This is an optimization exercise on Yosys and OpenROAD, whose aim is small area and a short achievable clock period, not a production implementation.
Where RTL was checked, it was by simulation tests only, not by an equivalence proof against the original.

==> inputs of run E <==
==> flow/design.v (excerpt) <==
module DCT_Custom_Instruction(clk,
                              reset,
                              dataa,
                              n,
                              clk_en,
                              start,
                              done,
                              result);
Settings: LEC_CHECK=0, CAP_MARGIN=20, CORE_MARGIN=2, CORE_UTILIZATION=55, PLACE_DENSITY=0.65, SLEW_MARGIN=20, SYNTH_HIERARCHICAL=1, SYNTH_MINIMUM_KEEP_SIZE=0; clock period 16.0 ns.
standard.sh (not shown) runs the stock make flow with config.mk's settings and CLKGATE_MAP_FILE= SYNTH_SCRIPT=/design/flow/synth_recipe.tcl, a recipe that flattens the netlist after the stock synthesis.
==> flow/flow/run.sh <==
#!/bin/bash
set -o pipefail
export SETUP_SLACK_MARGIN=8
bash standard.sh REMOVE_ABC_BUFFERS=1 finish > standard.log 2>&1
==> inputs of run F, as changes to run E <==
--- a/flow/design.v
+++ b/flow/design.v
@@ -1833,21 +1833,17 @@
   wire s789, c790;
   DCT_FA f395 (.a(s661), .b(s663), .c(s665), .s(s789), .co(c790));
   wire s791, c792;
   DCT_FA f396 (.a(c656), .b(c658), .c(c660), .s(s791), .co(c792));
   assign rows = {c788, c784, c780, c776, c772, c768, c764, c760, c756, c752, c748, c744, c740, c736, c732, c728, c724, c720, c716, c712, c708, c704, c700, s699, c692, c688, s687, c680, c676, s675, c668, s667, c786, c782, c778, c774, c770, c766, c762, c758, c754, c750, c746, c742, c738, c734, c730, c726, c722, c718, c714, c710, c706, s707, s703, c696, s695, s691, c684, s683, s679, c672, s671, k_0_0, s791, s787, s783, s779, s775, s771, s767, s763, s759, s755, s751, s747, s743, s739, s735, s731, s727, s723, s719, s715, s711, s705, c698, c694, s693, c686, c682, s681, c674, c670, s669, r_D0_0, s789, s785, s781, s777, s773, s769, s765, s761, s757, s753, s749, s745, s741, s737, s733, s729, s725, s721, s717, s713, s709, c702, s701, s697, c690, s689, s685, c678, s677, s673, k_1_0, r_C0_0};
   reg [NR*32-1:0] pr;
-  reg sh0, sh3, sh10, sh13;
-  wire col = n[4] & ~n[3];
-  wire even = t1 | t5;
+  reg col, even;
   always @(posedge clk) begin
     pr <= rows;
-    sh0 <= even & ~col;
-    sh3 <= even & col;
-    sh10 <= ~even & ~col;
-    sh13 <= ~even & col;
+    col <= n[4] & ~n[3];
+    even <= t1 | t5;
   end
   wire [31:0] fa_, fb_;
   wire [31:0] fs1, fc1;
   genvar g1;
   generate for (g1 = 0; g1 < 32; g1 = g1 + 1) begin : l1
     wire [31:0] x = pr[31:0], y = pr[63:32], z = pr[95:64];
@@ -1859,9 +1855,8 @@
     wire [31:0] x = pr[127:96], y = fs1, z = {fc1[30:0], 1'b0};
     DCT_FA u (.a(x[g2]), .b(y[g2]), .c(z[g2]), .s(fs2[g2]), .co(fc2[g2]));
   end endgenerate
   assign fa_ = fs2;
   assign fb_ = {fc2[30:0], 1'b0};
   wire signed [31:0] s = fa_ + fb_;
-  wire [31:0] q3 = s >>> 3, q10 = s >>> 10, q13 = s >>> 13;
-  assign result = ({32{sh0}} & s) | ({32{sh3}} & q3) | ({32{sh10}} & q10) | ({32{sh13}} & q13);
+  assign result = even ? (col ? (s >>> 3) : s) : (col ? (s >>> 13) : (s >>> 10));
 endmodule
==> flow/flow/run.sh (replaced) <==
#!/bin/bash
set -o pipefail
export SETUP_SLACK_MARGIN=8
bash standard.sh finish > standard.log 2>&1
- CORE_UTILIZATION: 55 -> 40
- PLACE_DENSITY: 0.65 -> default
==> inputs of run H, as changes to run E <==
==> flow/flow/run.sh (replaced) <==
#!/bin/bash
set -o pipefail
export SETUP_SLACK_MARGIN=8.5
bash standard.sh "BUFFER_PORTS_ARGS=-buffer_cell sky130_fd_sc_hd__buf_4" finish > standard.log 2>&1
==> inputs of run Z, as changes to run E <==
--- a/flow/design.v
+++ b/flow/design.v
@@ -1833,21 +1833,17 @@
   wire s789, c790;
   DCT_FA f395 (.a(s661), .b(s663), .c(s665), .s(s789), .co(c790));
   wire s791, c792;
   DCT_FA f396 (.a(c656), .b(c658), .c(c660), .s(s791), .co(c792));
   assign rows = {c788, c784, c780, c776, c772, c768, c764, c760, c756, c752, c748, c744, c740, c736, c732, c728, c724, c720, c716, c712, c708, c704, c700, s699, c692, c688, s687, c680, c676, s675, c668, s667, c786, c782, c778, c774, c770, c766, c762, c758, c754, c750, c746, c742, c738, c734, c730, c726, c722, c718, c714, c710, c706, s707, s703, c696, s695, s691, c684, s683, s679, c672, s671, k_0_0, s791, s787, s783, s779, s775, s771, s767, s763, s759, s755, s751, s747, s743, s739, s735, s731, s727, s723, s719, s715, s711, s705, c698, c694, s693, c686, c682, s681, c674, c670, s669, r_D0_0, s789, s785, s781, s777, s773, s769, s765, s761, s757, s753, s749, s745, s741, s737, s733, s729, s725, s721, s717, s713, s709, c702, s701, s697, c690, s689, s685, c678, s677, s673, k_1_0, r_C0_0};
   reg [NR*32-1:0] pr;
-  reg sh0, sh3, sh10, sh13;
-  wire col = n[4] & ~n[3];
-  wire even = t1 | t5;
+  reg col, even;
   always @(posedge clk) begin
     pr <= rows;
-    sh0 <= even & ~col;
-    sh3 <= even & col;
-    sh10 <= ~even & ~col;
-    sh13 <= ~even & col;
+    col <= n[4] & ~n[3];
+    even <= t1 | t5;
   end
   wire [31:0] fa_, fb_;
   wire [31:0] fs1, fc1;
   genvar g1;
   generate for (g1 = 0; g1 < 32; g1 = g1 + 1) begin : l1
     wire [31:0] x = pr[31:0], y = pr[63:32], z = pr[95:64];
@@ -1859,9 +1855,8 @@
     wire [31:0] x = pr[127:96], y = fs1, z = {fc1[30:0], 1'b0};
     DCT_FA u (.a(x[g2]), .b(y[g2]), .c(z[g2]), .s(fs2[g2]), .co(fc2[g2]));
   end endgenerate
   assign fa_ = fs2;
   assign fb_ = {fc2[30:0], 1'b0};
   wire signed [31:0] s = fa_ + fb_;
-  wire [31:0] q3 = s >>> 3, q10 = s >>> 10, q13 = s >>> 13;
-  assign result = ({32{sh0}} & s) | ({32{sh3}} & q3) | ({32{sh10}} & q10) | ({32{sh13}} & q13);
+  assign result = even ? (col ? (s >>> 3) : s) : (col ? (s >>> 13) : (s >>> 10));
 endmodule
==> flow/flow/run.sh (replaced) <==
#!/bin/bash
set -o pipefail
export SETUP_SLACK_MARGIN=8
bash standard.sh finish > standard.log 2>&1
==> results.txt <==
- The mean area per synthesized cell is 9.72 µm².
- The multi-input logic cell count is 3114.
- The flow ran to the end and the layout has no timing, DRC or antenna violations.
- The top achievable clock speed is 124 MHz.
- The sequential cells in the finished layout cover a total of 9140 µm².
- The design has 391 sequential cells.
-- figures above: run F

==> results.txt <==
- The flow ran to the end and the layout has no timing, DRC or antenna violations.
- The multi-input logic cell count is 3017.
- Summing all flip-flop and latch instances after layout gives 9180 µm².
- The die is 266 µm wide.
- Averaged over all synthesized cells, the footprint is 9.91 µm².
- Setup repair after global routing could not meet its margin everywhere.
- The flip-flop count of the largest register after layout is 128.
- Based on the critical path, the design can be clocked at up to 124 MHz.
- The count of flip-flops and latches is 393.
- At the pin with the least slew margin, the transition time is 1.23 ns.
- After detailed placement, the design holds a cell count of 4576.
-- figures above: run E

==> results.txt <==
- The floorplan has 96 rows.
- The remaining max-slew budget at the tightest pin is 27.4%.
- The multi-input logic cell count is 3114.
- The flow ran to the end and the layout has no timing, DRC or antenna violations.
- The via total after detailed routing is 30555.
- The sequential cells in the finished layout cover a total of 9140 µm².
- In this run the mean area of a mapped cell was 9.72 µm².
-- figures above: run Z

==> results.txt <==
- The multi-input logic cell count is 3016.
- The flow ran to the end and the layout has no timing, DRC or antenna violations.
- The top achievable clock speed is 128 MHz.
- The commonest cells after synthesis are sky130_fd_sc_hd__nand2_1, sky130_fd_sc_hd__fa_1, sky130_fd_sc_hd__o21ai_0.
- The design has 393 sequential cells.
- In the final layout, flip-flops and latches occupy 9180 µm².
- The reg-to-reg startpoint is y7[0].
- Dividing the synthesized area by the synthesized cell count gives 9.91 µm².
-- figures above: run H

The RTL of run F and run Z was laid out without a check of its function.

## what the ideal ports hide
The flow's constraints put no driver on any port. The routed layouts listed below were extracted and timed again, unchanged, in two steps. Step 1 (the two cells are an assumption about what drives the block):
set clk [get_ports {clk}]
set_driving_cell -lib_cell sky130_fd_sc_hd__clkbuf_16 $clk
set_driving_cell -lib_cell sky130_fd_sc_hd__buf_2 [delete_from_list [all_inputs] $clk]
Step 2 also shifts input and output timing later by t, the mid clock arrival at the registers, as if the neighbouring blocks saw the same clock. a / b / c = no drivers / after step 1 / after step 2; a / b = the first two.
run | shift t [ns] | setup slack, ns | worst setup path after step 2 | clock arrival spread, ns
run E | 0.673 | 7.925 / 7.861 / 7.315 | input to register | 0.029 / 0.029
run F | 0.672 | 7.943 / 7.874 / 7.545 | input to register | 0.040 / 0.040
run H | 0.658 | 8.211 / 8.152 / 7.652 | input to register | 0.067 / 0.066
run Z | 0.642 | 8.044 / 7.985 / 7.492 | input to register | 0.037 / 0.038
After both steps every run listed still meets setup and hold. For run E, which loses most, drivers alone change the setup slack by -0.064 ns; drivers and shift together by -0.610 ns.
